This is an optimization exercise on Yosys and OpenROAD, whose aim is a short achievable clock period and few clock cycles, not a production implementation.
The RTL was checked by simulation tests, not by an equivalence proof against the original design.
Power figures rest on the tool's default switching activity, not on a simulated workload.

$ cat design/flow/config.mk
export PLATFORM = sky130hd
export DESIGN_NAME = mips_core
export DESIGN_NICKNAME = mips_core
export VERILOG_FILES = /design/flow/design.v
export SDC_FILE = /design/flow/constraint.sdc
export NUM_CORES = 4
export LEC_CHECK = 0
export CAP_MARGIN = 20
export CELL_PAD_IN_SITES_DETAIL_PLACEMENT = 1
export CORE_MARGIN = 2
export CORE_UTILIZATION = 30
export PLACE_DENSITY = 0.45
export SLEW_MARGIN = 20
export TNS_END_PERCENT = 100
$ cat design/flow/constraint.sdc
create_clock -name core_clock -period 10.0 [get_ports {clk}]
set_input_delay 2.0000 -clock core_clock [delete_from_list [all_inputs] [get_ports {clk}]]
set_output_delay 2.0000 -clock core_clock [all_outputs]
set_load 0.01 [all_outputs]
$ cat design/flow/design.v
`timescale 1ns / 1ps
module ks_add #(parameter W = 32) (
     input  wire [W-1:0] a,
     input  wire [W-1:0] b,
     input  wire         cin,
     output reg  [W-1:0] sum,
     output reg          cout
);
     reg [W-1:0] p, g, gg, pp, ng, np;
     integer d, i;
     always @* begin
          p = a ^ b;
          g = a & b;
          g[0] = g[0] | (p[0] & cin);
          gg = g;
          pp = p;
          for (d = 1; d < W; d = d * 2) begin
               ng = gg;
               np = pp;
               for (i = d; i < W; i = i + 1) begin
                    ng[i] = gg[i] | (pp[i] & gg[i-d]);
                    np[i] = pp[i] & pp[i-d];
               end
               gg = ng;
               pp = np;
          end
          sum  = p ^ {gg[W-2:0], cin};
          cout = gg[W-1];
     end
endmodule
`timescale 1ns / 1ps
module mips_core (
     input  wire        clk,
     input  wire        rst,
     output wire [31:0] i_addr,
     input  wire [31:0] i_instr_in,
     input  wire [31:0] wbm_dat_i,
     input  wire        wbm_ack_i,
     output wire [31:0] wbm_dat_o,
     output wire        wbm_we_o,
     output wire [3:0]  wbm_sel_o,
     output wire [31:0] wbm_adr_o,
     output wire        wbm_cyc_o,
     output wire        wbm_stb_o
);
     localparam OP_R    = 6'd0,
                OP_J    = 6'd2,
                OP_BEQ  = 6'd4,
                OP_ADDI = 6'd8,
                OP_SLTI = 6'd10,
                OP_ANDI = 6'd12,
                OP_ORI  = 6'd13,
                OP_XORI = 6'd14,
                OP_LW   = 6'd35,
                OP_SW   = 6'd43;
     integer i;
     reg  [29:0] pc;                  
     reg  [31:0] fd_ins;
     reg  [29:0] fd_npc;              
     reg  [31:0] fd_rs_oh, fd_rt_oh, fd_rd_oh;  
     reg         fd_r, fd_imm, fd_lw, fd_sw, fd_beq, fd_j;
     reg  [31:0] e_a, e_op2, e_sd;    
     reg  [31:0] e_op2n;              
     reg         e_fa, e_fb, e_fs;    
     reg  [4:0]  e_dest;
     reg         e_wr;                
     reg         e_mem, e_ld, e_ldbusy, e_beq;
     reg  [29:0] e_target;            
     reg         e_and, e_or, e_xor, e_nor;
     reg         s_add_ab, s_add_mb, s_add_am, s_add_mm;
     reg         s_sub_ab, s_sub_mb, s_sub_am;
     reg         s_slt_ab, s_slt_mb, s_slt_am;
     reg  [31:0] m_res, m_resn;       
     reg  [31:0] m_wd;                
     reg  [4:0]  m_dest;
     reg         m_wr;
     reg         o_valid, o_we, o_ld;
     reg  [31:0] o_adr, o_dat;
     reg  [4:0]  o_dest;
     reg  [31:0] o_ldoh;              
     localparam QN = 4, QB = 2;
     reg  [QN-1:0] q_we;
     reg  [31:0]   q_adr  [0:QN-1];
     reg  [31:0]   q_dat  [0:QN-1];
     reg  [4:0]    q_dest [0:QN-1];
     reg  [31:0]   q_ldoh [0:QN-1];
     reg  [QN-1:0] q_th;              
     reg  [QB-1:0] q_rd, q_wr;
     reg  [31:0]   busy;
     reg         w_valid;
     reg  [31:0] w_data;
     reg  [4:0]  w_dest;
     reg  [31:0] rf [1:31];
     assign i_addr = {2'b00, pc};
     wire [5:0] f_op = i_instr_in[31:26];
     wire [4:0]  d_rs  = fd_ins[25:21];
     wire [4:0]  d_rt  = fd_ins[20:16];
     wire [4:0]  d_rd  = fd_ins[15:11];
     wire [5:0]  d_fn  = fd_ins[5:0];
     wire [31:0] d_se  = {{16{fd_ins[15]}}, fd_ins[15:0]};
     reg  [31:0] a_rf, b_rf;
     always @* begin
          a_rf = 32'd0;
          b_rf = 32'd0;
          for (i = 1; i < 32; i = i + 1) begin
               a_rf = a_rf | ({32{fd_rs_oh[i]}} & rf[i]);
               b_rf = b_rf | ({32{fd_rt_oh[i]}} & rf[i]);
          end
     end
     wire        byp_a  = m_wr && (m_dest == d_rs);
     wire        byp_b  = m_wr && (m_dest == d_rt);
     wire        wbyp_a = w_valid && (w_dest == d_rs);
     wire        wbyp_b = w_valid && (w_dest == d_rt);
     wire [31:0] d_a    = byp_a ? m_wd : wbyp_a ? w_data : a_rf;
     wire [31:0] d_b    = byp_b ? m_wd : wbyp_b ? w_data : b_rf;
     wire [4:0]  d_dest    = fd_r ? d_rd : d_rt;
     wire        d_writes  = fd_r | fd_imm | fd_lw;
     wire        d_wr      = (fd_r | fd_imm) && (d_dest != 5'd0);
     wire        d_use_rs  = fd_r | fd_imm | fd_lw | fd_sw | fd_beq;
     wire        d_use_rt  = fd_r | fd_sw | fd_beq;
     wire        d_op2_imm = fd_imm | fd_lw | fd_sw;
     wire r_add = fd_r && (d_fn == 6'd32);
     wire r_sub = fd_r && (d_fn == 6'd34);
     wire r_and = fd_r && (d_fn == 6'd36);
     wire r_or  = fd_r && (d_fn == 6'd37);
     wire r_xor = fd_r && (d_fn == 6'd38);
     wire r_nor = fd_r && (d_fn == 6'd39);
     wire r_slt = fd_r && (d_fn == 6'd42);
     wire [5:0] d_op = fd_ins[31:26];
     wire d_add = r_add | (d_op == OP_ADDI) | fd_lw | fd_sw;
     wire d_and = r_and | (d_op == OP_ANDI);
     wire d_or  = r_or  | (d_op == OP_ORI);
     wire d_xor = r_xor | (d_op == OP_XORI);
     wire d_slt = r_slt | (d_op == OP_SLTI);
     wire [31:0] d_dest_oh = fd_r ? fd_rd_oh : fd_rt_oh;
     wire haz_ld  = (d_use_rs && |(fd_rs_oh & busy)) || (d_use_rt && |(fd_rt_oh & busy)) ||
                    (d_writes && |(d_dest_oh & busy));
     wire q_empty = !q_th[0];
     wire q_full  = q_th[QN-1];
     wire stall_e = e_mem && q_full;
     wire haz_d   = haz_ld;
     wire stall_d = stall_e | haz_d;
     wire [31:0] x_a   = e_fa ? m_res : e_a;
     wire [31:0] x_b   = e_fb ? m_res : e_op2;
     wire [31:0] x_sd  = e_fs ? m_res : e_sd;
     wire [31:0] sum_ab, sum_mb, sum_am, diff_ab, diff_mb, diff_am;
     wire        c_ab, c_mb, c_am, nlt_ab, nlt_mb, nlt_am;
     wire [31:0] sum_mm  = {m_res[30:0], 1'b0};
     ks_add add_ab (.a(e_a),   .b(e_op2),  .cin(1'b0), .sum(sum_ab),  .cout(c_ab));
     ks_add add_mb (.a(m_res), .b(e_op2),  .cin(1'b0), .sum(sum_mb),  .cout(c_mb));
     ks_add add_am (.a(e_a),   .b(m_res),  .cin(1'b0), .sum(sum_am),  .cout(c_am));
     ks_add sub_ab (.a(e_a),   .b(e_op2n), .cin(1'b1), .sum(diff_ab), .cout(nlt_ab));
     ks_add sub_mb (.a(m_res), .b(e_op2n), .cin(1'b1), .sum(diff_mb), .cout(nlt_mb));
     ks_add sub_am (.a(e_a),   .b(m_resn), .cin(1'b1), .sum(diff_am), .cout(nlt_am));
     wire        lt_ab   = !nlt_ab;
     wire        lt_mb   = !nlt_mb;
     wire        lt_am   = !nlt_am;
     wire [31:0] x_addr = e_fa ? sum_mb : sum_ab;
     wire [31:0] x_res = ({32{s_add_ab}} & sum_ab) |
                         ({32{s_add_mb}} & sum_mb) |
                         ({32{s_add_am}} & sum_am) |
                         ({32{s_add_mm}} & sum_mm) |
                         ({32{s_sub_ab}} & diff_ab) |
                         ({32{s_sub_mb}} & diff_mb) |
                         ({32{s_sub_am}} & diff_am) |
                         ({32{e_and}} & (x_a & x_b)) |
                         ({32{e_or }} & (x_a | x_b)) |
                         ({32{e_xor}} & (x_a ^ x_b)) |
                         ({32{e_nor}} & ~(x_a | x_b)) |
                         {31'd0, (s_slt_ab & lt_ab) | (s_slt_mb & lt_mb) | (s_slt_am & lt_am)};
     wire eq_rr  = (e_a == e_op2);
     wire eq_mr  = (m_res == e_op2);
     wire eq_rm  = (e_a == m_res);
     wire x_eq   = e_fa ? (e_fb ? 1'b1 : eq_mr) : (e_fb ? eq_rm : eq_rr);
     wire taken  = e_beq && x_eq;
     wire e_send = e_mem && !q_full;
     wire n_fa = e_wr && (e_dest == d_rs);
     wire n_fb = e_wr && (e_dest == d_rt) && !d_op2_imm;
     wire o_free = !o_valid || wbm_ack_i;
     assign wbm_cyc_o = o_valid;
     assign wbm_stb_o = o_valid;
     assign wbm_we_o  = o_we;
     assign wbm_adr_o = o_adr;
     assign wbm_dat_o = o_dat;
     assign wbm_sel_o = 4'b1111;
     always @(posedge clk) begin
          if (rst)
               pc <= 30'd0;
          else if (taken)
               pc <= e_target;
          else if (!stall_d) begin
               if (fd_j)
                    pc <= {pc[29:26], fd_ins[25:0]};
               else
                    pc <= pc + 30'd1;
          end
     end
     always @(posedge clk) begin
          if (rst) begin
               fd_r     <= 1'b0;
               fd_imm   <= 1'b0;
               fd_lw    <= 1'b0;
               fd_sw    <= 1'b0;
               fd_beq   <= 1'b0;
               fd_j     <= 1'b0;
          end else if (!stall_d) begin
               fd_r     <= !taken && (f_op == OP_R);
               fd_imm   <= !taken && ((f_op == OP_ADDI) | (f_op == OP_SLTI) | (f_op == OP_ANDI) |
                                      (f_op == OP_ORI) | (f_op == OP_XORI));
               fd_lw    <= !taken && (f_op == OP_LW);
               fd_sw    <= !taken && (f_op == OP_SW);
               fd_beq   <= !taken && (f_op == OP_BEQ);
               fd_j     <= !taken && (f_op == OP_J);
          end
     end
     always @(posedge clk) begin
          if (!stall_d) begin
               fd_ins   <= i_instr_in;
               fd_npc   <= pc + 30'd1;
               fd_rs_oh <= 32'd1 << i_instr_in[25:21];
               fd_rt_oh <= 32'd1 << i_instr_in[20:16];
               fd_rd_oh <= 32'd1 << i_instr_in[15:11];
          end
     end
     always @(posedge clk) begin
          if (rst) begin
               e_wr     <= 1'b0;
               e_mem    <= 1'b0;
               e_ldbusy <= 1'b0;
               e_beq    <= 1'b0;
               e_fa     <= 1'b0;
               e_fb     <= 1'b0;
               e_fs     <= 1'b0;
          end else if (stall_e) begin
               e_fa     <= 1'b0;
               e_fb     <= 1'b0;
               e_fs     <= 1'b0;
          end else begin
               e_fa     <= n_fa;
               e_fb     <= n_fb;
               e_fs     <= e_wr && (e_dest == d_rt);
               e_wr     <= !haz_d && d_wr;
               e_mem    <= !haz_d && (fd_lw | fd_sw);
               e_ldbusy <= !haz_d && fd_lw && (d_rt != 5'd0);
               e_beq    <= !haz_d && fd_beq;
          end
     end
     always @(posedge clk) begin
          if (stall_e) begin
               e_a      <= x_a;
               e_op2    <= x_b;
               e_op2n   <= ~x_b;
               e_sd     <= x_sd;
          end else begin
               e_a      <= d_a;
               e_op2    <= d_op2_imm ? d_se : d_b;
               e_op2n   <= ~(d_op2_imm ? d_se : d_b);
               e_sd     <= d_b;
               e_dest   <= d_dest;
               e_ld     <= fd_lw;
               e_target <= fd_npc + d_se[29:0];
               s_add_ab <= d_add & !n_fa & !n_fb;
               s_add_mb <= d_add &  n_fa & !n_fb;
               s_add_am <= d_add & !n_fa &  n_fb;
               s_add_mm <= d_add &  n_fa &  n_fb;
               s_sub_ab <= r_sub & !n_fa & !n_fb;
               s_sub_mb <= r_sub &  n_fa & !n_fb;
               s_sub_am <= r_sub & !n_fa &  n_fb;
               s_slt_ab <= d_slt & !n_fa & !n_fb;
               s_slt_mb <= d_slt &  n_fa & !n_fb;
               s_slt_am <= d_slt & !n_fa &  n_fb;
               e_and    <= d_and;
               e_or     <= d_or;
               e_xor    <= d_xor;
               e_nor    <= r_nor;
          end
     end
     always @(posedge clk) begin
          if (rst)
               m_wr <= 1'b0;
          else
               m_wr <= e_wr;
          m_res  <= x_res;
          m_resn <= ~x_res;
          if (e_wr)
               m_wd <= x_res;
          m_dest <= e_dest;
     end
     wire q_pop  = o_free && !q_empty;
     wire q_push = e_send && !(o_free && q_empty);
     wire [31:0] e_ldoh = e_ldbusy ? (32'd1 << e_dest) : 32'd0;
     always @(posedge clk) begin
          if (rst) begin
               o_valid <= 1'b0;
               q_th    <= 0;
               q_rd    <= 0;
               q_wr    <= 0;
          end else begin
               if (o_free)
                    o_valid <= !q_empty | e_send;
               if (q_pop)
                    q_rd <= q_rd + 1'b1;
               if (q_push)
                    q_wr <= q_wr + 1'b1;
               if (q_push && !q_pop)
                    q_th <= {q_th[QN-2:0], 1'b1};
               else if (q_pop && !q_push)
                    q_th <= {1'b0, q_th[QN-1:1]};
          end
     end
     wire d_go = !stall_e && !haz_d;
     always @(posedge clk) begin
          if (rst)
               busy <= 32'd0;
          else
               busy <= (busy & ~({32{o_valid && wbm_ack_i}} & o_ldoh)) |
                       ((d_go && fd_lw) ? (fd_rt_oh & 32'hFFFF_FFFE) : 32'd0);
     end
     always @(posedge clk) begin
          if (o_free) begin
               if (!q_empty) begin
                    o_we    <= q_we[q_rd];
                    o_ld    <= |q_ldoh[q_rd];
                    o_ldoh  <= q_ldoh[q_rd];
                    o_adr   <= q_adr[q_rd];
                    o_dat   <= q_dat[q_rd];
                    o_dest  <= q_dest[q_rd];
               end else begin
                    o_we    <= !e_ld;
                    o_ld    <= e_ldbusy;
                    o_ldoh  <= e_ldoh;
                    o_adr   <= x_addr;
                    o_dat   <= x_sd;
                    o_dest  <= e_dest;
               end
          end
          if (e_send) begin
               q_we[q_wr]   <= !e_ld;
               q_ldoh[q_wr] <= e_ldoh;
               q_adr[q_wr]  <= x_addr;
               q_dat[q_wr]  <= x_sd;
               q_dest[q_wr] <= e_dest;
          end
     end
     always @(posedge clk) begin
          if (rst)
               w_valid <= 1'b0;
          else
               w_valid <= o_valid && o_ld && wbm_ack_i;
          w_data <= wbm_dat_i;
          w_dest <= o_dest;
     end
     always @(posedge clk) begin
          for (i = 1; i < 32; i = i + 1) begin
               if (w_valid && w_dest == i)
                    rf[i] <= w_data;
               else if (m_wr && m_dest == i)
                    rf[i] <= m_wd;
          end
     end
endmodule
$ cat design/flow/flow/run.sh
#!/bin/bash
# The standard ORFS layout (the standard.sh) of the standard synthesis,
# with timing repair aiming further below the unchanged clock period.
# Each tool's output goes to a log file of its own in the work folder.
set -euo pipefail
bash standard.sh synth > synth_tool.log 2>&1
bash standard.sh finish SETUP_SLACK_MARGIN=6.8 > layout_tool.log 2>&1
$ cat design/flow/standard.sh
#!/bin/bash
# synth_recipe.tcl (not shown) runs the flow's synth.tcl, then flattens the netlist and writes it again
# the make line also repeats each setting of config.mk as NAME=value (left out here)
make -C /OpenROAD-flow-scripts/flow DESIGN_CONFIG=/design/flow/config.mk WORK_HOME=/design/flow/orfs CLKGATE_MAP_FILE= SYNTH_SCRIPT=/design/flow/synth_recipe.tcl "${@:-finish}"
==> summary.md, run 1 <==
| Metric | Value |
|---|---|
| Layout fillers | `37690` |
| Final clock skew | `0.05607 ns` |
| Pint | `16.64 mW` |
| Clock latency (worst-skew pair) | `0.98 ns` |
| Fmax | `0.2726 GHz` |
| Syn_area_per_cell | `12.54 µm²` |
| Worst Setup Start Kind | `register` |
| Peak VDD IR | `0.1593 mV` |
| CTS H-Tree Depth | `4` |
| Top-count cell post-synth | `edfxtp_1` |
| Critical Path End Type | `register` |
| Nets | `9376` |
| Aggregate routed wire length | `584.7 mm` |
| Final Slew Violations | `0` |
| GRT Overall Usage | `30.61%` |
| CP max FO | `4` |
| Netlist cell types | `105` |
| Reg2Reg Depth | `12` |
| Seq/Total Area, Yosys | `54.01%` |
| Max-Cap Viols | `0` |
| RSZ-0062 raised after global routing | `yes` |
| CTS Buf Count | `240` |
| Status | `complete, no violations` |
| Initial Util | `30.09%` |
| CP max stage delay | `0.52 ns` |
| Fin Setup TNS | `0 ns` |
| IO Port Bufs | `163` |
| Worst min path class | `reg2reg` |
| Via density | `6.440` |
| Hold path depth | `0` |
| WL/cell | `41.68 µm` |
| Final Setup Violations | `0` |
| DR vias | `90350` |
| Flop pwr share | `42.1%` |
| Pwr Total | `23.74 mW` |
| Initial drt markers | `14470` |
| Die Y | `606.3 µm` |
| P&R area growth vs syn | `22.04%` |
| Post-DP HPWL | `342.5 mm` |
| CTS tree | `done` |
| Largest delay share family, worst path | `compound AO/OA/AOI/OAI gates` |
| CP max-delay cell | `or4b_4` |
| Grt ovf | `0` |
| Worst path bufs/invs | `1` |
| Sw Share | `29.93%` |
| YS warnings | `3` |
| Pin count of the biggest net entering global routing | `109` |
| Remaining DRCs | `0` |
| Pwr per Cell Area | `178.8 mW/mm²` |
| Num rows | `221` |
| Asr flop ratio synth | `0%` |
| Min Hold Slack | `0.3957 ns` |
| Io pins | `170` |
| Cell type with the highest aggregate area in the netlist | `edfxtp_1` |
| Final hold vios | `0` |
| Die area | `0.3676 mm²` |
| Antenna violations before repair | `44` |
| Part of the power in the clock network | `37.6%` |
| Net Sw Power | `7.107 mW` |
| Slew @ Worst Pin | `1.297 ns` |
| Register Area | `0.05908 mm²` |
| Register clock-pin slew on the reported worst setup and hold paths | `0.07 ns` |
| LEAKAGE | `46.33 nW` |
| Global placement routability congestion | `0.9253` |
| Arr. time, crit path | `4.35 ns` |
| Ratio of final minimum period to clock period | `36.69%` |
| Post-synth top area share | `48.09%` |
| CTS sink cnt | `2065` |
| Core area | `0.3617 mm²` |
| WP depth | `12` |
| Die width | `606.3 µm` |
| Top FF cell, synth | `edfxtp_1` |
| EDFF count, synth | `1743` |
| Post-synth top cells | `1743 x edfxtp_1, 1165 x mux2_2, 634 x clkbuf_1` |
| Multi-input logic area | `0.05146 mm²` |
| Worst relative slew slack | `13.52%` |
| CP Class | `reg2reg` |
| Deepest clock path buffer count | `4` |
| Synth Cell Area | `0.1088 mm²` |
| Combinational share of power | `20.3%` |
| First-pass GRT wire length | `777.8 mm` |
| Share of cells above drive strength 1 | `33.95%` |
| Top post-synthesis cells by area | `edfxtp_1 48%, mux2_2 12%, dfxtp_1 5.9%` |
| Mapped Cells | `8682` |
| Final instance area | `0.1328 mm²` |
| Register bit total from synthesis | `2065` |
| Detail Route Antenna Nets | `0` |
| Root Buffer | `clkbuf_16` |
| Drt first pass iters | `11` |
| CP required | `10.68 ns` |
| Worst-path cell chain | `inv_4 -> ha_2 -> fa_2 -> nand2b_4 -> a21oi_4 -> o21ba_4 -> a21oi_4 -> o21ba_4 -> o221ai_4 -> a21oi_2 -> o311a_1 -> or4b_4` |
| Final min period | `3.669 ns` |
| Vias in the first global route | `88760` |
| R2r setup slk | `6.33 ns` |
| Post-DP Area | `0.1165 mm²` |
[worst reg2reg max path: stages (launching register included)]
cell	delay [ns]
dfxtp_4	0.40
inv_4	0.06
ha_2	0.22
fa_2	0.39
nand2b_4	0.18
a21oi_4	0.22
o21ba_4	0.21
a21oi_4	0.09
o21ba_4	0.29
o221ai_4	0.26
a21oi_2	0.12
o311a_1	0.43
or4b_4	0.53
[layout make-up]
| type | count | area share, % |
|---|---|---|
| Sequential cell | 2065 | 44.48 |
| Timing Repair Buffer | 837 | 5.905 |
| Antenna cell | 23 | 0.04333 |
| Clock buffer | 324 | 4.914 |
| Inverter | 168 | 0.5049 |
| Timing Repair inverter | 3 | 0.02543 |
| Clock inverter | 118 | 0.8638 |
| Multi-Input combinational cell | 5696 | 38.75 |
| Tap cell | 4794 | 4.516 |
[stage by stage]
stage	instances	setup slack (ns)	util [%]
2_1_floorplan	8686	5.438	-
3_3_place_gp	13170	5.292	32.18
3_5_place_dp	13180	5.330	32.22
4_1_cts	13840	6.326	35.73
5_1_grt	14010	6.326	36.71
6_report	14030	6.331	36.72
[per-layer routing]
| layer | routed length, µm | global-route usage, % |
|---|---|---|
| met4 | 44240 | 18.41 |
| met1 | 229100 | 39.43 |
| met2 | 249700 | 45.91 |
| met3 | 61350 | 8.038 |
| met5 | 237 | 0.2221 |
[layout by cell type (no fill, tap or decap), types with 44 or more instances in the layout]
cell,netlist,final
a21o_1,103,102
a21oi_1,301,234
a21oi_2,3,44
a221oi_1,349,328
a222oi_1,92,92
a22o_1,327,326
a22oi_1,339,338
and3_1,60,58
buf_2,7,54
buf_4,11,497
buf_6,7,136
clkbuf_1,634,65
clkbuf_16,0,249
clkdlybuf4s50_1,0,65
dfxtp_1,322,216
dfxtp_4,0,65
edfxtp_1,1743,1743
ha_1,291,219
ha_4,0,47
inv_1,162,154
mux2_2,1165,1140
mux2i_1,98,64
mux4_2,102,102
nand2_1,384,355
nand2b_1,61,57
nand3_1,134,126
nand4_1,175,175
nor2_1,479,449
nor3_1,91,55
o211ai_1,49,49
o21ai_0,212,155
xnor2_1,178,140
xor2_1,95,86
[registers in the layout (all words and copies together) (netlist names), 32 cells and up, named ones only]
name / cells
w_data: 32
q_adr: 128
o_ldoh: 32
q_dat: 128
m_res: 32
e_op2: 32
m_wd: 32
rf: 992
e_op2n: 32
q_ldoh: 128
m_resn: 32
fd_rd_oh: 32
fd_ins: 32
e_sd: 32
fd_rs_oh: 32
busy: 32
o_dat: 32
o_adr: 32
fd_rt_oh: 32
e_a: 32
[power by group through the flow]
| stage | registers, mW | clock network, mW | logic (mW) |
|---|---|---|---|
| after detailed placement | 10.1 | 0 | 3.79 |
| final | 9.99 | 8.93 | 4.83 |
| after CTS | 9.97 | 9.02 | 4.31 |
| after floorplan | 10.1 | 0 | 2.15 |
| after global placement | 10.1 | 0 | 3.75 |
| after global routing | 10.0 | 9.32 | 5.05 |
[final timing paths]
check,end,start
max,m_wd[0],e_a[0]
min,w_dest[1],o_dest[1]
max reg2reg,m_wd[0],e_a[0]
min reg2reg,w_dest[1],o_dest[1]
[cells by family (layout without fill, tap and decap cells)]
family                     after synthesis  in the layout  synth area share [%]
DFF                                   2065           2065                 54.01
buffers and inverters                  933           1450                 3.341
AOI/OAI and AO/OA                     2161           2161                 14.90
muxes                                 1367           1367                 15.09
and+or+nand+nor                       1583           1591                 6.980
other                                    2             29              0.006900
adders and majority gates              298            298                 3.474
xor gates and xnor gates               273            273                 2.197
[repair_timing]
item	CTS	global route
buffers inserted	209	155
endpoints found under the hold margin	0	0
cloned	13	8
gates resized for setup	1164	441
pin swaps	178	164
endpoints found under the setup margin	1478	771
hold buffers	0	0
Testbench counts, summed over its fixed seeds: cycles 12,949.
==> run 2: changes to the inputs <==
--- a/design/flow/design.v
+++ b/design/flow/design.v
@@ -60,7 +60,7 @@
      reg  [31:0] fd_rs_oh, fd_rt_oh, fd_rd_oh;  
      reg         fd_r, fd_imm, fd_lw, fd_sw, fd_beq, fd_j;
      reg  [31:0] e_a, e_op2, e_sd;    
-     reg  [31:0] e_op2n;              
+     reg  [31:0] e_an;                
      reg         e_fa, e_fb, e_fs;    
      reg  [4:0]  e_dest;
      reg         e_wr;                
@@ -144,17 +144,19 @@
      wire [31:0] x_b   = e_fb ? m_res : e_op2;
      wire [31:0] x_sd  = e_fs ? m_res : e_sd;
      wire [31:0] sum_ab, sum_mb, sum_am, diff_ab, diff_mb, diff_am;
-     wire        c_ab, c_mb, c_am, nlt_ab, nlt_mb, nlt_am;
+     wire        c_ab, c_mb, c_am;
      wire [31:0] sum_mm  = {m_res[30:0], 1'b0};
      ks_add add_ab (.a(e_a),   .b(e_op2),  .cin(1'b0), .sum(sum_ab),  .cout(c_ab));
      ks_add add_mb (.a(m_res), .b(e_op2),  .cin(1'b0), .sum(sum_mb),  .cout(c_mb));
      ks_add add_am (.a(e_a),   .b(m_res),  .cin(1'b0), .sum(sum_am),  .cout(c_am));
-     ks_add sub_ab (.a(e_a),   .b(e_op2n), .cin(1'b1), .sum(diff_ab), .cout(nlt_ab));
-     ks_add sub_mb (.a(m_res), .b(e_op2n), .cin(1'b1), .sum(diff_mb), .cout(nlt_mb));
-     ks_add sub_am (.a(e_a),   .b(m_resn), .cin(1'b1), .sum(diff_am), .cout(nlt_am));
-     wire        lt_ab   = !nlt_ab;
-     wire        lt_mb   = !nlt_mb;
-     wire        lt_am   = !nlt_am;
+     wire [31:0] ndiff_ab, ndiff_mb, ndiff_am;
+     wire        lt_ab, lt_mb, lt_am;
+     ks_add sub_ab (.a(e_an),   .b(e_op2), .cin(1'b0), .sum(ndiff_ab), .cout(lt_ab));
+     ks_add sub_mb (.a(m_resn), .b(e_op2), .cin(1'b0), .sum(ndiff_mb), .cout(lt_mb));
+     ks_add sub_am (.a(e_an),   .b(m_res), .cin(1'b0), .sum(ndiff_am), .cout(lt_am));
+     assign diff_ab = ~ndiff_ab;
+     assign diff_mb = ~ndiff_mb;
+     assign diff_am = ~ndiff_am;
      wire [31:0] x_addr = e_fa ? sum_mb : sum_ab;
      wire [31:0] x_res = ({32{s_add_ab}} & sum_ab) |
                          ({32{s_add_mb}} & sum_mb) |
@@ -249,12 +251,12 @@
           if (stall_e) begin
                e_a      <= x_a;
                e_op2    <= x_b;
-               e_op2n   <= ~x_b;
+               e_an     <= ~x_a;
                e_sd     <= x_sd;
           end else begin
                e_a      <= d_a;
                e_op2    <= d_op2_imm ? d_se : d_b;
-               e_op2n   <= ~(d_op2_imm ? d_se : d_b);
+               e_an     <= ~d_a;
                e_sd     <= d_b;
                e_dest   <= d_dest;
                e_ld     <= fd_lw;
@@ -282,8 +284,7 @@
                m_wr <= e_wr;
           m_res  <= x_res;
           m_resn <= ~x_res;
-          if (e_wr)
-               m_wd <= x_res;
+          m_wd   <= {32{e_wr}} & x_res;
           m_dest <= e_dest;
      end
      wire q_pop  = o_free && !q_empty;
==> run 2 against run 1 <==
Net effect:
- critical path depth decreased by 1
- flip-flop and latch count unchanged
- die area increased by 0.31%
- total power decreased by 0.11%
- routed wire length increased by 1.7%
- fmax decreased by 2.7%
- cell count increased by 1.2%
- first-iteration DRC count increased by 5.8%
- clock-buffer cell count decreased by 24
- sequential share of layout area decreased by 0.21 points
- critical endpoint is now m_wd[30]
==> summary.md, run 2 <==
| Metric | Value |
|---|---|
| Layout fillers | `38000 (+0.80%)` |
| Antenna violations before repair | `35 (-20%)` |
| Crit path top cell by count | `nand4_1` |
| Num rows | `221 (unchanged)` |
| Top post-synthesis cells by area | `edfxtp_1 47%, mux2_2 12%, dfxtp_1 6.5%` |
| Initial Util | `30.14% (+0.048 points)` |
| CP max-delay cell | `nor3_1` |
| Global placement routability congestion | `0.9720 (+5.0%)` |
| Biggest register | `rf` |
| Worst Setup Start Kind | `register` |
| Aggregate routed wire length | `594.5 mm (+1.7%)` |
| Pin count of the biggest net entering global routing | `92 (-16%)` |
| CTS sink cnt | `2065 (unchanged)` |
| Final min period | `3.771 ns (+0.1022 ns)` |
| Register clock-pin slew on the reported worst setup and hold paths | `0.07 ns (about the same)` |
| Register bit total from synthesis | `2065 (unchanged)` |
| Layout Utilization | `36.62% (-0.10 points)` |
| Nets | `9550 (+1.9%)` |
| Critical Path End Type | `register` |
| Remaining DRCs | `0 (unchanged)` |
| Seq/Total Area, Yosys | `53.55% (-0.46 points)` |
| Net Sw Power | `7.204 mW (+1.4%)` |
| CTS tree | `done` |
| Grt ovf | `0 (unchanged)` |
| Flop pwr share | `42.0% (about the same)` |
| Asr flop ratio synth | `0% (unchanged)` |
| Mapped Cells | `8930 (+2.9%)` |
| RSZ-0062 raised after global routing | `yes` |
| Die width | `607.3 µm (+0.16%)` |
| P&R area growth vs syn | `21.50%` |
| Vias in the first global route | `89850 (+1.2%)` |
| CP max stage delay | `0.87 ns (+0.35 ns)` |
| Status | `complete, no violations` |
| Die Y | `607.3 µm (+0.16%)` |
| Fin Setup TNS | `0 ns (unchanged)` |
| Deepest clock path buffer count | `4 (unchanged)` |
| Post-DP HPWL | `355.6 mm (+3.8%)` |
| Synth Cell Area | `0.1092 mm² (+0.31%)` |
| IO Port Bufs | `163 (unchanged)` |
| Finished Layout Cells | `14200 (+1.2%)` |
| Detail Route Antenna Nets | `0 (unchanged)` |
| Met1 Use GR | `39.01% (-0.42 points)` |
| Netlist cell types | `108 (+2.9%)` |
| Arr. time, crit path | `4.60 ns (+0.25 ns)` |
| Dpl cells | `13400 (+1.7%)` |
| EDFF count, synth | `1711 (-1.8%)` |
| Ratio of final minimum period to clock period | `37.71% (+1.0 points)` |
| Worst min path class | `reg2reg` |
| Final Setup Violations | `0 (unchanged)` |
| Final Slew Violations | `0 (unchanged)` |
| Final instance area | `0.1326 mm² (-0.13%)` |
| DR vias | `92100 (+1.9%)` |
| Cell type with the highest aggregate area in the netlist | `edfxtp_1` |
| CTS H-Tree Depth | `4 (unchanged)` |
| Fmax | `0.2652 GHz (-2.7%)` |
| Peak VDD IR | `0.1618 mV (+1.6%)` |
| Post-synth top area share | `47.06% (-1.0 points)` |
| Post-synth top cells | `1711 x edfxtp_1, 1121 x mux2_2, 668 x nor2_1` |
| LEAKAGE | `48.95 nW (+5.7%)` |
| First-pass GRT wire length | `791.0 mm (+1.7%)` |
| Post-CTS Hold Fix Bufs | `0 (unchanged)` |
| Root Buffer | `clkbuf_16` |
| Top-count cell post-synth | `edfxtp_1` |
| Via density | `6.488 (+0.74%)` |
| Met3 usage | `9.015% (+0.98 points)` |
| Die area | `0.3688 mm² (+0.31%)` |
| Met2 usage | `46.53% (+0.63 points)` |
| Io pins | `170 (unchanged)` |
| Post-DP Area | `0.1170 mm² (+0.40%)` |
| CP required | `10.83 ns (+0.15 ns)` |
| Top FF cell, synth | `edfxtp_1` |
| CTS Buf Count | `232 (-3.3%)` |
| Core area | `0.3622 mm² (+0.15%)` |
| Pwr per Cell Area | `178.8 mW/mm² (about the same)` |
| Combinational share of power | `20.1% (-0.2 points)` |
| Max reg flops | `992 (unchanged)` |
| CP Class | `reg2reg` |
| Most frequent cells in the layout | `1711 x edfxtp_1, 1102 x mux2_2, 614 x nor2_1, 448 x a22oi_1, 437 x buf_4` |
| Part of the power in the clock network | `37.9% (+0.3 points)` |
| Final hold vios | `0 (unchanged)` |
| Pint | `16.51 mW (-0.74%)` |
| Share of cells above drive strength 1 | `33.03% (-0.91 points)` |
| YS warnings | `3 (unchanged)` |
| Slew @ Worst Pin | `1.252 ns (-0.04479 ns)` |
| Sw Share | `30.37% (+0.44 points)` |
| Max-Cap Viols | `0 (unchanged)` |
| WL/cell | `41.88 µm (+0.48%)` |
| Final clock skew | `0.07578 ns (+0.01971 ns)` |
| Clock latency (worst-skew pair) | `0.94 ns (-0.04 ns)` |
| Initial drt markers | `15310 (+5.8%)` |
| CP max FO | `7 (+3)` |
| Drt first pass iters | `8 (-3)` |
| Worst relative slew slack | `16.50% (+3.0 points)` |
| GRT Overall Usage | `30.80% (+0.19 points)` |
| Leading cell type in the layout, fill and taps excluded | `edfxtp_1` |
| Syn_area_per_cell | `12.23 µm² (-2.5%)` |
| Worst-path cell chain | `ha_1 -> nand4_1 -> nor3_1 -> a2111oi_4 -> buf_4 -> buf_6 -> o31ai_4 -> xnor2_2 -> a21oi_1 -> nand4_1 -> and2_1` |
| Most used routing layer | `met2` |
[run 2: cell count changes after synthesis, sizes merged, moves of 39 or more]
cell    delta
nor2     +190
a221oi    -55
inv       +39
a22oi    +113
mux2      -43
a22o      -59
o21ai     -43
[run 2: power groups by stage]
stage | clock network, mW | registers, mW | logic [mW]
CTS | 9.06 | 9.94 | 4.44
detailed placement | 0 | 10.1 | 3.94
global placement | 0 | 10.1 | 3.90
global route | 9.35 | 9.98 | 5.00
finish | 8.99 | 9.95 | 4.77
floorplan | 0 | 10.0 | 2.22
[run 2: layout make-up]
cell class | count | area (µm²) | area share (%)
sequential | 2065 | 58730 | 44.27
tap | 4794 | 5998 | 4.522
multi-input combinational | 5886 | 51710 | 38.99
clock buffer | 300 | 6302 | 4.751
clock inverter | 130 | 1361 | 1.026
inverter | 202 | 795.8 | 0.5999
timing repair inverter | 6 | 72.57 | 0.05471
antenna | 20 | 50.05 | 0.03773
timing repair buffer | 792 | 7626 | 5.749
[run 2: cell families (layout without fill, tap and decap cells)]
logic type | Yosys count | in the layout | synth area share [%]
DFF | 2065 | 2065 | 53.55
and+or+nand+nor | 1788 | 1798 | 7.747
adders and majority gates | 298 | 298 | 3.463
AOI/OAI and AO/OA | 2190 | 2190 | 15.02
other | 2 | 26 | 0.006879
xor gates and xnor gates | 271 | 271 | 2.174
muxes | 1323 | 1323 | 14.58
buffers and inverters | 993 | 1430 | 3.459
[run 2: final timing paths]
path	slack, ns	depth (start not counted)	end	start
worst min register to register	0.41	0	w_dest[4]	o_dest[4]
worst max register to register	6.23	11	m_wd[30]	m_res[21]
worst min-delay path	0.41	0	w_dest[4]	o_dest[4]
worst max-delay path	6.23	11	m_wd[30]	m_res[21]
[run 2: per-stage QoR]
step | worst slack (ns) | hold slack, ns | power (mW)
after floorplan | 5.434 | 0.3233 | 12.24
after global placement | 5.150 | 0.3836 | 14.02
after detailed placement | 5.209 | 0.3531 | 14.07
after CTS | 6.319 | 0.3903 | 23.44
after global routing | 6.202 | 0.4048 | 24.32
final | 6.229 | 0.4139 | 23.72
[run 2: critical path: cells and delay by family, from the launching register on]
family	cells	cell delay [ns]
adders and majority gates	1	0.66
xor gates and xnor gates	1	0.13
buffers and inverters	2	0.33
and+or+nand+nor	4	1.50
DFF	1	0.44
AOI/OAI and AO/OA	3	0.65
[run 2: metal layers]
layer | vias to the layer above | routed length (µm)
met5 | - | 332
met3 | 2190 | 69540
met4 | 16 | 44010
li1 | 35540 | -
met2 | 7108 | 254500
met1 | 47250 | 226100
[run 2: what timing repair did]
action | 4_1_cts | 5_1_grt
gates cloned | 20 | 12
endpoints found under the setup margin | 1639 | 988
gates resized for setup | 1177 | 403
buffers inserted | 205 | 106
hold endpoints to repair | 0 | 0
pin swaps | 193 | 154
Testbench counts of run 2, summed over its fixed seeds: cycles 12,949.
==> run 3: changes to the inputs <==
--- a/design/flow/flow/run.sh
+++ b/design/flow/flow/run.sh
@@ -4,4 +4,4 @@
 # Each tool's output goes to a log file of its own in the work folder.
 set -euo pipefail
 bash standard.sh synth > synth_tool.log 2>&1
-bash standard.sh finish SETUP_SLACK_MARGIN=6.8 > layout_tool.log 2>&1
+bash standard.sh finish SETUP_SLACK_MARGIN=7.5 > layout_tool.log 2>&1
--- a/design/flow/config.mk
+++ b/design/flow/config.mk
@@ -9,6 +9,6 @@
 export CELL_PAD_IN_SITES_DETAIL_PLACEMENT = 1
 export CORE_MARGIN = 2
 export CORE_UTILIZATION = 30
-export PLACE_DENSITY = 0.45
+export PLACE_DENSITY = 0.4
 export SLEW_MARGIN = 20
 export TNS_END_PERCENT = 100
==> run 3 against run 2 <==
Net effect:
- still clean
- combinational power rose by 16%
- non-clock buffer count rose by 522
- first-iteration DRC count fell by 3.4%
- routed wire length rose by 14%
- cell count rose by 4.2%
- critical path type is now reg2out
==> summary.md, run 3 <==
| Metric | Value |
|---|---|
| Status | `complete, no violations` |
| Initial Util | `30.14% (unchanged)` |
| Detail Route Antenna Nets | `0 (unchanged)` |
| Top post-synthesis cells by area | `edfxtp_1 47%, mux2_2 12%, dfxtp_1 6.5%` |
| IO Port Bufs | `163 (unchanged)` |
| Ratio of final minimum period to clock period | `36.18% (-1.5 points)` |
| Netlist cell types | `108 (unchanged)` |
| CP Class | `reg2out` |
| Mapped Cells | `8930 (unchanged)` |
| Max reg flops | `992 (unchanged)` |
| CP max-delay cell | `edfxtp_1` |
| Final Slew Violations | `0 (unchanged)` |
| Critical Path End Type | `primary output` |
| Final clock skew | `0.07968 ns (+0.003898 ns)` |
| Grt ovf | `0 (unchanged)` |
| Root Buffer | `clkbuf_16` |
| Core area | `0.3622 mm² (unchanged)` |
| Final hold vios | `0 (unchanged)` |
| Post-synth top cells | `1711 x edfxtp_1, 1121 x mux2_2, 668 x nor2_1` |
| Worst setup margin | `6.382 ns (+0.1525 ns)` |
| Worst min path class | `reg2reg` |
| GRT Overall Usage | `35.02% (+4.2 points)` |
| CTS Buf Count | `264 (+14%)` |
| CP max stage delay | `0.50 ns (-0.37 ns)` |
| Asr flop ratio synth | `0% (unchanged)` |
| Biggest register | `rf` |
| First-pass GRT wire length | `878.5 mm (+11%)` |
| Post-synth top area share | `47.06% (unchanged)` |
| Seq/Total Area, Yosys | `53.55% (unchanged)` |
| Largest delay share family, worst path | `flip-flops` |
| RSZ-0062 raised after global routing | `yes` |
| Drt first pass iters | `10 (+2)` |
| Fmax | `0.2764 GHz (+4.2%)` |
| Layout fillers | `37050 (-2.5%)` |
| Peak VDD IR | `0.1143 mV (-29%)` |
| Io pins | `170 (unchanged)` |
| Hold_sp | `e_target[13]` |
| Syn_area_per_cell | `12.23 µm² (unchanged)` |
| Register clock-pin slew on the reported worst setup and hold paths | `0.06 ns (about the same)` |
| DR vias | `96690 (+5.0%)` |
| Pwr per Cell Area | `172.7 mW/mm² (-3.4%)` |
| Leading cell type in the layout, fill and taps excluded | `edfxtp_1` |
| CP max FO | `1 (-6)` |
| Worst-path cell chain | `buf_6` |
| Max-Cap Viols | `0 (unchanged)` |
| Most frequent cells in the layout | `1711 x edfxtp_1, 1089 x mux2_2, 579 x nor2_1, 547 x buf_4, 398 x a22oi_1` |
| Worst path bufs/invs | `1 (-1)` |
| Layout Utilization | `40.43% (+3.8 points)` |
| Die width | `607.3 µm (unchanged)` |
| Reg2reg start | `m_res[1]` |
| Global placement routability congestion | `0.9496 (-2.3%)` |
| Place WS | `5.048 ns (-0.1608 ns)` |
| Antenna violations before repair | `70 (+100%)` |
| Worst Setup SP | `o_dat[6]` |
| Min Hold Slack | `0.4911 ns (+0.07716 ns)` |
| LEAKAGE | `54.58 nW (+12%)` |
| CTS sink cnt | `2065 (unchanged)` |
| Die area | `0.3688 mm² (unchanged)` |
| Vias in the first global route | `93320 (+3.9%)` |
| Final Setup Violations | `0 (unchanged)` |
| WL/cell | `45.67 µm (+9.0%)` |
| Register bit total from synthesis | `2065 (unchanged)` |
| Worst Setup Start Kind | `register` |
| Top FF cell, synth | `edfxtp_1` |
| Arr. time, crit path | `1.62 ns (-2.98 ns)` |
| Final min period | `3.618 ns (-0.1525 ns)` |
| Share of cells above drive strength 1 | `42.18% (+9.1 points)` |
| Post-DP HPWL | `375.3 mm (+5.5%)` |
| Num rows | `221 (unchanged)` |
| Initial drt markers | `14790 (-3.4%)` |
| CTS H-Tree Depth | `5 (+1)` |
| Via density | `6.535 (+0.73%)` |
| Top-count cell post-synth | `edfxtp_1` |
| Nets | `10120 (+5.9%)` |
| Remaining DRCs | `0 (unchanged)` |
| Pwr Total | `25.29 mW (+6.6%)` |
| Cell type with the highest aggregate area in the netlist | `edfxtp_1` |
| P&R area growth vs syn | `34.14%` |
| Aggregate routed wire length | `675.7 mm (+14%)` |
| Deepest clock path buffer count | `4 (unchanged)` |
| EDFF count, synth | `1711 (unchanged)` |
| CP required | `8.00 ns (-2.83 ns)` |
| Clock latency (worst-skew pair) | `0.96 ns (+0.02 ns)` |
| CTS tree | `done` |
| Synth Cell Area | `0.1092 mm² (unchanged)` |
| Slew @ Worst Pin | `1.224 ns (-0.02808 ns)` |
| Worst relative slew slack | `18.38% (+1.9 points)` |
| Post-CTS Hold Fix Bufs | `0 (unchanged)` |
| Die Y | `607.3 µm (unchanged)` |
| YS warnings | `3 (unchanged)` |
| Pin count of the biggest net entering global routing | `77 (-16%)` |
| Fin Setup TNS | `0 ns (unchanged)` |
[run 3: final timing paths]
check / slack, ns / endpoint / cells after the start
setup / recovery: 6.38 / wbm_dat_o[6] / 1
hold / removal: 0.49 / pc[13] / 1
setup reg to reg: 6.39 / m_wd[29] / 14
hold reg to reg: 0.49 / pc[13] / 1
[run 3: repair_timing]
item,4_1_cts,5_1_grt
gates cloned,102,11
gates resized for setup,2283,568
pin swaps,489,391
buffers inserted,592,150
endpoints found under the setup margin,2983,1236
[run 3: cell families after synthesis]
| family | share of synthesized area, % |
|---|---|
| other cells | 0.006879 |
| mux | 14.58 |
| flops | 53.55 |
| buf+inv | 3.459 |
| compound gates | 15.02 |
| simple gates | 7.747 |
| xor+xnor | 2.174 |
| fa+ha+maj | 3.463 |
[run 3: area by class of cell]
class | instances | area, µm² | area share, %
Timing Repair Buffer | 1314 | 16360 | 11.17
Tap cell | 4794 | 5998 | 4.096
Inverter | 202 | 815.8 | 0.5570
Sequential cell | 2065 | 58810 | 40.16
Antenna cell | 44 | 110.1 | 0.07518
Clock inverter | 113 | 1056 | 0.7211
Clock buffer | 359 | 7411 | 5.060
Multi-Input combinational cell | 5889 | 55630 | 37.99
Timing Repair inverter | 15 | 262.8 | 0.1794
[run 3: power by group]
group / internal [mW] / switching, mW / total, mW
Sequential: 9.66 / 0.327 / 9.99
Clock: 5.66 / 4.11 / 9.77
Combinational: 2.19 / 3.34 / 5.53
[run 3: per-stage QoR]
| stage | instance area, µm² | instances |
|---|---|---|
| after floorplan | 111000 | 8934 |
| after global placement | 118300 | 13420 |
| after detailed placement | 118400 | 13420 |
| after CTS | 142300 | 14590 |
| after global routing | 146400 | 14760 |
| final | 146500 | 14800 |
[run 3: per-layer routing]
layer  GRT usage (%)  vias up  wire length, µm
li1                -    36770                -
met4           24.47       28            58660
met1           43.23    49850           253900
met2           51.63     7526           285300
met3           11.32     2522            77610
met5               0        -              200
==> run 4: changes to the inputs <==
--- a/design/flow/design.v
+++ b/design/flow/design.v
@@ -61,16 +61,11 @@
      reg         fd_r, fd_imm, fd_lw, fd_sw, fd_beq, fd_j;
      reg  [31:0] e_a, e_op2, e_sd;    
      reg  [31:0] e_an;                
-     reg         e_fa, e_fb, e_fs;    
      reg  [4:0]  e_dest;
      reg         e_wr;                
      reg         e_mem, e_ld, e_ldbusy, e_beq;
      reg  [29:0] e_target;            
-     reg         e_and, e_or, e_xor, e_nor;
-     reg         s_add_ab, s_add_mb, s_add_am, s_add_mm;
-     reg         s_sub_ab, s_sub_mb, s_sub_am;
-     reg         s_slt_ab, s_slt_mb, s_slt_am;
-     reg  [31:0] m_res, m_resn;       
+     reg         e_add, e_sub, e_slt, e_and, e_or, e_xor, e_nor;
      reg  [31:0] m_wd;                
      reg  [4:0]  m_dest;
      reg         m_wr;
@@ -138,46 +133,24 @@
      wire q_empty = !q_th[0];
      wire q_full  = q_th[QN-1];
      wire stall_e = e_mem && q_full;
-     wire haz_d   = haz_ld;
+     wire haz_e   = e_wr && ((d_use_rs && d_rs == e_dest) || (d_use_rt && d_rt == e_dest));
+     wire haz_d   = haz_ld | haz_e;
      wire stall_d = stall_e | haz_d;
-     wire [31:0] x_a   = e_fa ? m_res : e_a;
-     wire [31:0] x_b   = e_fb ? m_res : e_op2;
-     wire [31:0] x_sd  = e_fs ? m_res : e_sd;
-     wire [31:0] sum_ab, sum_mb, sum_am, diff_ab, diff_mb, diff_am;
-     wire        c_ab, c_mb, c_am;
-     wire [31:0] sum_mm  = {m_res[30:0], 1'b0};
-     ks_add add_ab (.a(e_a),   .b(e_op2),  .cin(1'b0), .sum(sum_ab),  .cout(c_ab));
-     ks_add add_mb (.a(m_res), .b(e_op2),  .cin(1'b0), .sum(sum_mb),  .cout(c_mb));
-     ks_add add_am (.a(e_a),   .b(m_res),  .cin(1'b0), .sum(sum_am),  .cout(c_am));
-     wire [31:0] ndiff_ab, ndiff_mb, ndiff_am;
-     wire        lt_ab, lt_mb, lt_am;
-     ks_add sub_ab (.a(e_an),   .b(e_op2), .cin(1'b0), .sum(ndiff_ab), .cout(lt_ab));
-     ks_add sub_mb (.a(m_resn), .b(e_op2), .cin(1'b0), .sum(ndiff_mb), .cout(lt_mb));
-     ks_add sub_am (.a(e_an),   .b(m_res), .cin(1'b0), .sum(ndiff_am), .cout(lt_am));
-     assign diff_ab = ~ndiff_ab;
-     assign diff_mb = ~ndiff_mb;
-     assign diff_am = ~ndiff_am;
-     wire [31:0] x_addr = e_fa ? sum_mb : sum_ab;
-     wire [31:0] x_res = ({32{s_add_ab}} & sum_ab) |
-                         ({32{s_add_mb}} & sum_mb) |
-                         ({32{s_add_am}} & sum_am) |
-                         ({32{s_add_mm}} & sum_mm) |
-                         ({32{s_sub_ab}} & diff_ab) |
-                         ({32{s_sub_mb}} & diff_mb) |
-                         ({32{s_sub_am}} & diff_am) |
-                         ({32{e_and}} & (x_a & x_b)) |
-                         ({32{e_or }} & (x_a | x_b)) |
-                         ({32{e_xor}} & (x_a ^ x_b)) |
-                         ({32{e_nor}} & ~(x_a | x_b)) |
-                         {31'd0, (s_slt_ab & lt_ab) | (s_slt_mb & lt_mb) | (s_slt_am & lt_am)};
-     wire eq_rr  = (e_a == e_op2);
-     wire eq_mr  = (m_res == e_op2);
-     wire eq_rm  = (e_a == m_res);
-     wire x_eq   = e_fa ? (e_fb ? 1'b1 : eq_mr) : (e_fb ? eq_rm : eq_rr);
-     wire taken  = e_beq && x_eq;
-     wire e_send = e_mem && !q_full;
-     wire n_fa = e_wr && (e_dest == d_rs);
-     wire n_fb = e_wr && (e_dest == d_rt) && !d_op2_imm;
+     wire [31:0] x_sum, nx_diff;
+     wire        x_c, x_lt;
+     ks_add add_i (.a(e_a),  .b(e_op2), .cin(1'b0), .sum(x_sum),   .cout(x_c));
+     ks_add sub_i (.a(e_an), .b(e_op2), .cin(1'b0), .sum(nx_diff), .cout(x_lt));
+     wire [31:0] x_res = ({32{e_add}} & x_sum) |
+                         ({32{e_sub}} & ~nx_diff) |
+                         ({32{e_and}} & (e_a & e_op2)) |
+                         ({32{e_or }} & (e_a | e_op2)) |
+                         ({32{e_xor}} & (e_a ^ e_op2)) |
+                         ({32{e_nor}} & ~(e_a | e_op2)) |
+                         {31'd0, e_slt & x_lt};
+     wire [31:0] x_addr = x_sum;
+     wire [31:0] x_sd   = e_sd;
+     wire        taken  = e_beq && (e_a == e_op2);
+     wire        e_send = e_mem && !q_full;
      wire o_free = !o_valid || wbm_ack_i;
      assign wbm_cyc_o = o_valid;
      assign wbm_stb_o = o_valid;
@@ -230,17 +203,7 @@
                e_mem    <= 1'b0;
                e_ldbusy <= 1'b0;
                e_beq    <= 1'b0;
-               e_fa     <= 1'b0;
-               e_fb     <= 1'b0;
-               e_fs     <= 1'b0;
-          end else if (stall_e) begin
-               e_fa     <= 1'b0;
-               e_fb     <= 1'b0;
-               e_fs     <= 1'b0;
-          end else begin
-               e_fa     <= n_fa;
-               e_fb     <= n_fb;
-               e_fs     <= e_wr && (e_dest == d_rt);
+          end else if (!stall_e) begin
                e_wr     <= !haz_d && d_wr;
                e_mem    <= !haz_d && (fd_lw | fd_sw);
                e_ldbusy <= !haz_d && fd_lw && (d_rt != 5'd0);
@@ -248,12 +211,7 @@
           end
      end
      always @(posedge clk) begin
-          if (stall_e) begin
-               e_a      <= x_a;
-               e_op2    <= x_b;
-               e_an     <= ~x_a;
-               e_sd     <= x_sd;
-          end else begin
+          if (!stall_e) begin
                e_a      <= d_a;
                e_op2    <= d_op2_imm ? d_se : d_b;
                e_an     <= ~d_a;
@@ -261,16 +219,9 @@
                e_dest   <= d_dest;
                e_ld     <= fd_lw;
                e_target <= fd_npc + d_se[29:0];
-               s_add_ab <= d_add & !n_fa & !n_fb;
-               s_add_mb <= d_add &  n_fa & !n_fb;
-               s_add_am <= d_add & !n_fa &  n_fb;
-               s_add_mm <= d_add &  n_fa &  n_fb;
-               s_sub_ab <= r_sub & !n_fa & !n_fb;
-               s_sub_mb <= r_sub &  n_fa & !n_fb;
-               s_sub_am <= r_sub & !n_fa &  n_fb;
-               s_slt_ab <= d_slt & !n_fa & !n_fb;
-               s_slt_mb <= d_slt &  n_fa & !n_fb;
-               s_slt_am <= d_slt & !n_fa &  n_fb;
+               e_add    <= d_add;
+               e_sub    <= r_sub;
+               e_slt    <= d_slt;
                e_and    <= d_and;
                e_or     <= d_or;
                e_xor    <= d_xor;
@@ -282,9 +233,7 @@
                m_wr <= 1'b0;
           else
                m_wr <= e_wr;
-          m_res  <= x_res;
-          m_resn <= ~x_res;
-          m_wd   <= {32{e_wr}} & x_res;
+          m_wd   <= x_res;
           m_dest <= e_dest;
      end
      wire q_pop  = o_free && !q_empty;
==> run 4 against run 3 <==
Net effect:
- still clean on timing, DRC and antenna
- clock-buffer cell count shrank 50
- non-clock buffer count down 18
- sequential power is 2.0% lower
- design area down 9.9%
- worst setup slack gained 0.11 ns
- via count is 17% lower
- first-iteration DRC count down 20%
- clock skew increased by 0.0019 ns
- clock power fell by 5.1%
- sequential share of layout area up 4.1 points
- combinational power shrank 24%
- worst hold slack better by 0.0044 ns
==> summary.md, run 4 <==
| Metric | Value |
|---|---|
| Clock latency (worst-skew pair) | `0.97 ns (about the same)` |
| Asr flop ratio synth | `0% (unchanged)` |
| Post-DP HPWL | `310.3 mm (-17%)` |
| Worst-path cell chain | `buf_6` |
| Die area | `0.3314 mm² (-10%)` |
| Synth Cell Area | `0.09805 mm² (-10%)` |
| Mapped Cells | `7085 (-21%)` |
| Fmax | `0.2849 GHz (+3.1%)` |
| Pwr per Cell Area | `176.1 mW/mm² (+2.0%)` |
| Core area | `0.3248 mm² (-10%)` |
| Status | `complete, no violations` |
| Syn_area_per_cell | `13.84 µm² (+13%)` |
| Post-synth top area share | `56.11% (+9.0 points)` |
| P&R area growth vs syn | `34.55%` |
| Fin Setup TNS | `0 ns (unchanged)` |
| YS warnings | `3 (unchanged)` |
| Nets | `8144 (-19%)` |
| LEAKAGE | `48.41 nW (-11%)` |
| Top post-synthesis cells by area | `edfxtp_1 56%, mux2_2 13%, a22oi_1 3.5%` |
| R2r setup slk | `6.68 ns (+0.29 ns)` |
| Hold EP | `w_dest[4]` |
| CP required | `8.00 ns (about the same)` |
| Netlist cell types | `82 (-24%)` |
| CP max stage delay | `0.44 ns (-0.06 ns)` |
| Final Setup Violations | `0 (unchanged)` |
| Layout Utilization | `40.62% (+0.19 points)` |
| Biggest register | `rf` |
| Remaining DRCs | `0 (unchanged)` |
| Ratio of final minimum period to clock period | `35.10% (-1.1 points)` |
| Worst relative slew slack | `18.34% (-0.041 points)` |
| Reg2Reg Depth | `11 (-3)` |
| Drt first pass iters | `9 (-1)` |
| Detail Route Antenna Nets | `0 (unchanged)` |
| Worst min path class | `reg2reg` |
| CTS Buf Count | `239 (-9.5%)` |
| Grt ovf | `0 (unchanged)` |
| Largest delay share family, worst path | `flip-flops` |
| Worst setup margin | `6.490 ns (+0.1083 ns)` |
| Hold path depth | `0 (-1)` |
| Top FF cell, synth | `edfxtp_1` |
| Slew @ Worst Pin | `1.225 ns (+0.0006210 ns)` |
| Worst Setup Start Kind | `register` |
| Crit Reg-Reg Endpoint | `o_adr[30]` |
| Pwr Total | `23.24 mW (-8.1%)` |
| CTS sink cnt | `1991 (-3.6%)` |
| Initial Util | `30.19% (+0.049 points)` |
| Peak VDD IR | `0.1529 mV (+34%)` |
| Layout fillers | `32540 (-12%)` |
| Register Area | `0.05837 mm² (-0.75%)` |
| Die width | `575.7 µm (-5.2%)` |
| EDFF count, synth | `1832 (+7.1%)` |
| Final Slew Violations | `0 (unchanged)` |
| RSZ-0062 raised after global routing | `yes` |
| Arr. time, crit path | `1.51 ns (-0.11 ns)` |
| Deepest clock path buffer count | `4 (unchanged)` |
| Via density | `6.407 (-2.0%)` |
| Worst path bufs/invs | `1 (unchanged)` |
| Pin count of the biggest net entering global routing | `72 (-6.5%)` |
| WL/cell | `45.68 µm (about the same)` |
| Most frequent cells in the layout | `1832 x edfxtp_1, 1070 x mux2_2, 486 x buf_4, 427 x a22oi_1, 292 x buf_6` |
| Global placement routability congestion | `0.9181 (-3.3%)` |
| Final hold vios | `0 (unchanged)` |
| Die Y | `575.7 µm (-5.2%)` |
| Register bit total from synthesis | `1991 (-3.6%)` |
| Register clock-pin slew on the reported worst setup and hold paths | `0.06 ns (about the same)` |
| CP Class | `reg2out` |
| Leading cell type in the layout, fill and taps excluded | `edfxtp_1` |
| Antenna violations before repair | `40 (-43%)` |
| Cell type with the highest aggregate area in the netlist | `edfxtp_1` |
| First-pass GRT wire length | `743.7 mm (-15%)` |
| Place WS | `5.437 ns (+0.3888 ns)` |
| IO Port Bufs | `163 (unchanged)` |
| DR vias | `80060 (-17%)` |
| Initial drt markers | `11880 (-20%)` |
| GRT Overall Usage | `33.12% (-1.9 points)` |
| CP max-delay cell | `edfxtp_1` |
| Final clock skew | `0.08158 ns (+0.001900 ns)` |
| Root Buffer | `clkbuf_16` |
| Num rows | `209 (-5.4%)` |
| Critical Path End Type | `primary output` |
| Max-Cap Viols | `0 (unchanged)` |
| Vias in the first global route | `77640 (-17%)` |
| CP max FO | `1 (unchanged)` |
| Share of cells above drive strength 1 | `45.00% (+2.8 points)` |
| Post-synth top cells | `1832 x edfxtp_1, 1113 x mux2_2, 591 x clkbuf_1` |
| CTS tree | `done` |
| Seq/Total Area, Yosys | `59.35% (+5.8 points)` |
| Hold_sp | `o_dest[4]` |
| Io pins | `170 (unchanged)` |
| Max reg flops | `992 (unchanged)` |
| Aggregate routed wire length | `570.8 mm (-16%)` |
| Multi-input logic area | `0.04280 mm² (-23%)` |
| Top-count cell post-synth | `edfxtp_1` |
| Reg2reg start | `e_op2[0]` |
| Final min period | `3.510 ns (-0.1083 ns)` |
| CTS H-Tree Depth | `4 (-1)` |
==> run 4: changes by cell type in the layout (fill, tap and decap cells not counted), moves of 49 or more <==
cell,before,now
a21o_1,133,81
a21oi_1,161,58
a21oi_2,121,26
a221oi_1,171,113
buf_4,547,486
dfxtp_1,214,92
edfxtp_1,1711,1832
ha_1,223,93
nand2_1,301,156
nor2_1,579,256
o21ai_0,82,33
xnor2_1,116,60
==> run 4: logic make-up (layout without fill, tap and decap cells) <==
| family | count (synthesis) | in the layout | synth area share [%] |
|---|---|---|---|
| multiplexers | 1318 | 1318 | 16.18 |
| adder cells (fa/ha/maj) | 137 | 137 | 1.771 |
| flip-flops | 1991 | 1991 | 59.35 |
| AO/OA/AOI/OAI | 1585 | 1585 | 12.70 |
| other | 2 | 30 | 0.007659 |
| AND/OR/NAND/NOR | 1067 | 1083 | 5.365 |
| buffers and inverters | 849 | 1889 | 3.416 |
| XOR/XNOR | 136 | 136 | 1.215 |
==> run 4: metal layers <==
layer / part of all wire (%) / global-route usage, % / vias up
li1: - / - / 30270
met1: 38 / 41.62 / 41820
met2: 42 / 48.79 / 5905
met3: 11 / 10.19 / 2046
met4: 8.4 / 22.41 / 22
met5: 0.037 / 0 / -
==> run 4: how the worst max path moves through the flow <==
stage	from	end	cells past startpoint
after global placement	wbm_ack_i	o_dat[25]	5
after floorplan	wbm_ack_i	q_th[1]	8
after CTS	o_we	wbm_we_o	1
final	o_dat[25]	wbm_dat_o[25]	1
after global routing	o_we	wbm_we_o	1
after detailed placement	wbm_ack_i	o_dat[24]	5
==> run 4: metrics by stage <==
| step | cell area [µm²] | cells | hold slack, ns |
|---|---|---|---|
| after floorplan | 99070 | 7089 | 0.3233 |
| after detailed placement | 105900 | 11160 | 0.4851 |
| after CTS | 128100 | 12290 | 0.5059 |
| after global placement | 105800 | 11160 | 0.4956 |
| after global routing | 131900 | 12480 | 0.5179 |
| final | 131900 | 12490 | 0.4955 |
==> run 4: power breakdown <==
part           switching, mW  leakage [nW]  total (mW)  internal, mW
clock                   3.85          3.93        9.27          5.41
sequential             0.250          19.0        9.79          9.54
combinational           2.29          25.5        4.18          1.89
==> run 4: what timing repair did <==
action,4_1_cts,5_1_grt
cloned,87,16
endpoints found under the setup margin,3049,1035
setup buffers,591,165
pin swaps,360,281
hold buffers,0,0
resized for setup,1981,400
==> run 4: layout make-up <==
class / count / area share [%]
timing repair buffer: 1296 / 12.62
clock buffer: 309 / 4.933
antenna: 24 / 0.04552
multi-input combinational: 4265 / 32.44
sequential: 1991 / 44.24
tap: 4325 / 4.102
clock inverter: 137 / 1.181
inverter: 147 / 0.4325
Testbench counts of run 4, summed over its fixed seeds: cycles 13,150.
==> run 5: changes to the inputs <==
--- a/design/flow/design.v
+++ b/design/flow/design.v
@@ -71,6 +71,8 @@
      reg         m_wr;
      reg         o_valid, o_we, o_ld;
      reg  [31:0] o_adr, o_dat;
+     reg         b_valid, b_we;
+     reg  [31:0] b_adr, b_dat;
      reg  [4:0]  o_dest;
      reg  [31:0] o_ldoh;              
      localparam QN = 4, QB = 2;
@@ -152,11 +154,11 @@
      wire        taken  = e_beq && (e_a == e_op2);
      wire        e_send = e_mem && !q_full;
      wire o_free = !o_valid || wbm_ack_i;
-     assign wbm_cyc_o = o_valid;
-     assign wbm_stb_o = o_valid;
-     assign wbm_we_o  = o_we;
-     assign wbm_adr_o = o_adr;
-     assign wbm_dat_o = o_dat;
+     assign wbm_cyc_o = b_valid;
+     assign wbm_stb_o = b_valid;
+     assign wbm_we_o  = b_we;
+     assign wbm_adr_o = b_adr;
+     assign wbm_dat_o = b_dat;
      assign wbm_sel_o = 4'b1111;
      always @(posedge clk) begin
           if (rst)
@@ -266,6 +268,19 @@
                busy <= (busy & ~({32{o_valid && wbm_ack_i}} & o_ldoh)) |
                        ((d_go && fd_lw) ? (fd_rt_oh & 32'hFFFF_FFFE) : 32'd0);
      end
+     wire        n_valid = !q_empty | e_send;
+     wire        n_we    = !q_empty ? q_we[q_rd]  : !e_ld;
+     wire [31:0] n_adr   = !q_empty ? q_adr[q_rd] : x_addr;
+     wire [31:0] n_dat   = !q_empty ? q_dat[q_rd] : x_sd;
+     always @(posedge clk) begin
+          if (rst)
+               b_valid <= 1'b0;
+          else
+               b_valid <= o_free ? n_valid : o_valid;
+          b_we  <= o_free ? (n_valid & n_we) : o_we;
+          b_adr <= o_free ? ({32{n_valid}} & n_adr) : o_adr;
+          b_dat <= o_free ? ({32{n_valid}} & n_dat) : o_dat;
+     end
      always @(posedge clk) begin
           if (o_free) begin
                if (!q_empty) begin
==> run 5 against run 4 <==
Net effect:
- still clean on timing, DRC and antenna
- clock power rose by 0.4%
- design area up 2.6%
- die area up 1.8%
- worst setup slack improved by 0.065 ns
- sequential power is essentially flat
- flip-flop and latch count is 65 higher
- utilization rose by 0.31 points
- non-clock buffer count rose by 69
- routed wire length down 0.38%
- worst hold slack got worse by 0.080 ns
- sequential share of layout area fell by 0.13 points
- largest cell class unchanged
- largest power group unchanged
==> summary.md, run 5 <==
| Metric | Value |
|---|---|
| Worst path bufs/invs | `1 (unchanged)` |
| Cell type with the highest aggregate area in the netlist | `edfxtp_1` |
| Num rows | `211 (+0.96%)` |
| IO Port Bufs | `163 (unchanged)` |
| Most frequent cells in the layout | `1832 x edfxtp_1, 1095 x mux2_2, 550 x buf_4, 426 x a22oi_1, 333 x nor2_1` |
| Die Y | `580.8 µm (+0.89%)` |
| Final clock skew | `0.05554 ns (-0.02604 ns)` |
| Post-DP HPWL | `303.5 mm (-2.2%)` |
| Status | `complete, no violations` |
| Detail Route Antenna Nets | `0 (unchanged)` |
| Via density | `6.350 (-0.90%)` |
| Slew @ Worst Pin | `1.138 ns (-0.08671 ns)` |
| Global placement routability congestion | `0.9309 (+1.4%)` |
| Sw Share | `28.20% (+0.67 points)` |
| Register clock-pin slew on the reported worst setup and hold paths | `0.07 ns (about the same)` |
| EDFF count, synth | `1832 (unchanged)` |
| Final Slew Violations | `0 (unchanged)` |
| Crit Reg-Reg Endpoint | `fd_rt_oh[23]` |
| CTS tree | `done` |
| R2r setup slk | `6.69 ns (about the same)` |
| Arr. time, crit path | `1.45 ns (-0.06 ns)` |
| GRT Overall Usage | `32.37% (-0.75 points)` |
| Max reg flops | `992 (unchanged)` |
| Mapped Cells | `7310 (+3.2%)` |
| Syn_area_per_cell | `13.65 µm² (-1.3%)` |
| Root Buffer | `clkbuf_16` |
| Combinational share of power | `19.6% (+1.6 points)` |
| CTS Buf Count | `242 (+1.3%)` |
| Antenna violations before repair | `42 (+5.0%)` |
| Pwr Total | `24.19 mW (+4.1%)` |
| Initial drt markers | `12990 (+9.3%)` |
| Post-DP Area | `0.1078 mm² (+1.8%)` |
| CP required | `8.00 ns (about the same)` |
| Remaining DRCs | `0 (unchanged)` |
| Worst relative slew slack | `24.12% (+5.8 points)` |
| DR vias | `81390 (+1.7%)` |
| Vias in the first global route | `78840 (+1.5%)` |
| CP max FO | `2 (+1)` |
| Largest delay share family, worst path | `flip-flops` |
| Place WS | `5.103 ns (-0.3342 ns)` |
| Pin count of the biggest net entering global routing | `71 (-1.4%)` |
| Part of the power in the clock network | `38.5% (-1.4 points)` |
| Hold path depth | `0 (unchanged)` |
| Flop pwr share | `41.9% (-0.2 points)` |
| CTS H-Tree Depth | `4 (unchanged)` |
| Top FF cell, synth | `edfxtp_1` |
| Peak VDD IR | `0.1463 mV (-4.3%)` |
| Top-count cell post-synth | `edfxtp_1` |
| Worst Setup Start Kind | `register` |
## run 5: cell types whose count changed after synthesis, moves of 27 or more
cell      delta
a22o_1      +55
a32o_1      -31
clkbuf_1    +28
dfxtp_1     +65
mux2i_1     -43
nand2_1     +46
nor2_1      +76
nor4b_1     +27
## run 5: worst max path at each step
stage / start / to / depth (start not counted)
finish: pc[0] / i_addr[0] / 1
global route: pc[24] / i_addr[24] / 1
CTS: pc[0] / i_addr[0] / 1
detailed placement: fd_rs_oh[20] / fd_rd_oh[12] / 9
global placement: wbm_ack_i / q_th[1] / 10
floorplan: q_th[3] / pc[1] / 9
## run 5: cell type report
cell class / count / area, µm²
Fill cell: 32930 / 195400
Sequential cell: 2056 / 59730
Multi-Input combinational cell: 4409 / 43970
Timing Repair Buffer: 1365 / 17450
Clock buffer: 332 / 6888
Tap cell: 4366 / 5463
Clock inverter: 121 / 1236
Inverter: 141 / 558.0
Antenna cell: 24 / 60.06
Timing Repair inverter: 4 / 33.78
## run 5: kinds of logic after synthesis
family          Yosys count  share of synthesized area [%]
flops                  2056                          59.61
compound gates         1634                          12.74
mux                    1278                          15.49
simple gates           1205                          5.907
buf+inv                 858                          3.276
xor+xnor                140                          1.229
fa+ha+maj               137                          1.740
other cells               2                       0.007524
## run 5: power groups by stage
stage	combinational (mW)	clock [mW]	sequential [mW]
after detailed placement	2.95	0	10.3
final	4.74	9.31	10.1
after global routing	4.96	9.72	10.2
after floorplan	1.87	0	10.2
after CTS	4.22	9.42	10.1
after global placement	2.90	0	10.3
## run 5: stage by stage
step,instances,utilization [%]
after detailed placement,11420,32.58
final,12820,40.93
after CTS,12560,39.57
after global placement,11420,32.57
after global routing,12800,40.92
after floorplan,7314,-
## run 5: metal layers
| metal | vias to the layer above | GRT usage (%) | routed length, µm |
|---|---|---|---|
| met2 | 6062 | 47.74 | 241500 |
| li1 | 31090 | - | - |
| met5 | - | 0 | 261 |
| met1 | 42210 | 41.06 | 218900 |
| met4 | 26 | 20.80 | 44760 |
| met3 | 2004 | 9.893 | 63230 |
## run 5: timing repair
item                        CTS  global route
gates resized for setup    2111           465
setup endpoints to repair  3167          1306
pin swaps                   434           333
hold buffers                  0             0
setup buffers               592           228
gates cloned                 86            11
Testbench counts of run 5, summed over its fixed seeds: cycles 13,150.

Setup slack of run 5, layout unchanged: 6.554 ns with ideal ports, 6.447 ns with driving cells assumed (clock clkbuf_16, inputs buf_2), 6.197 ns with port delays also shifted by the 1.051 ns mid clock arrival.
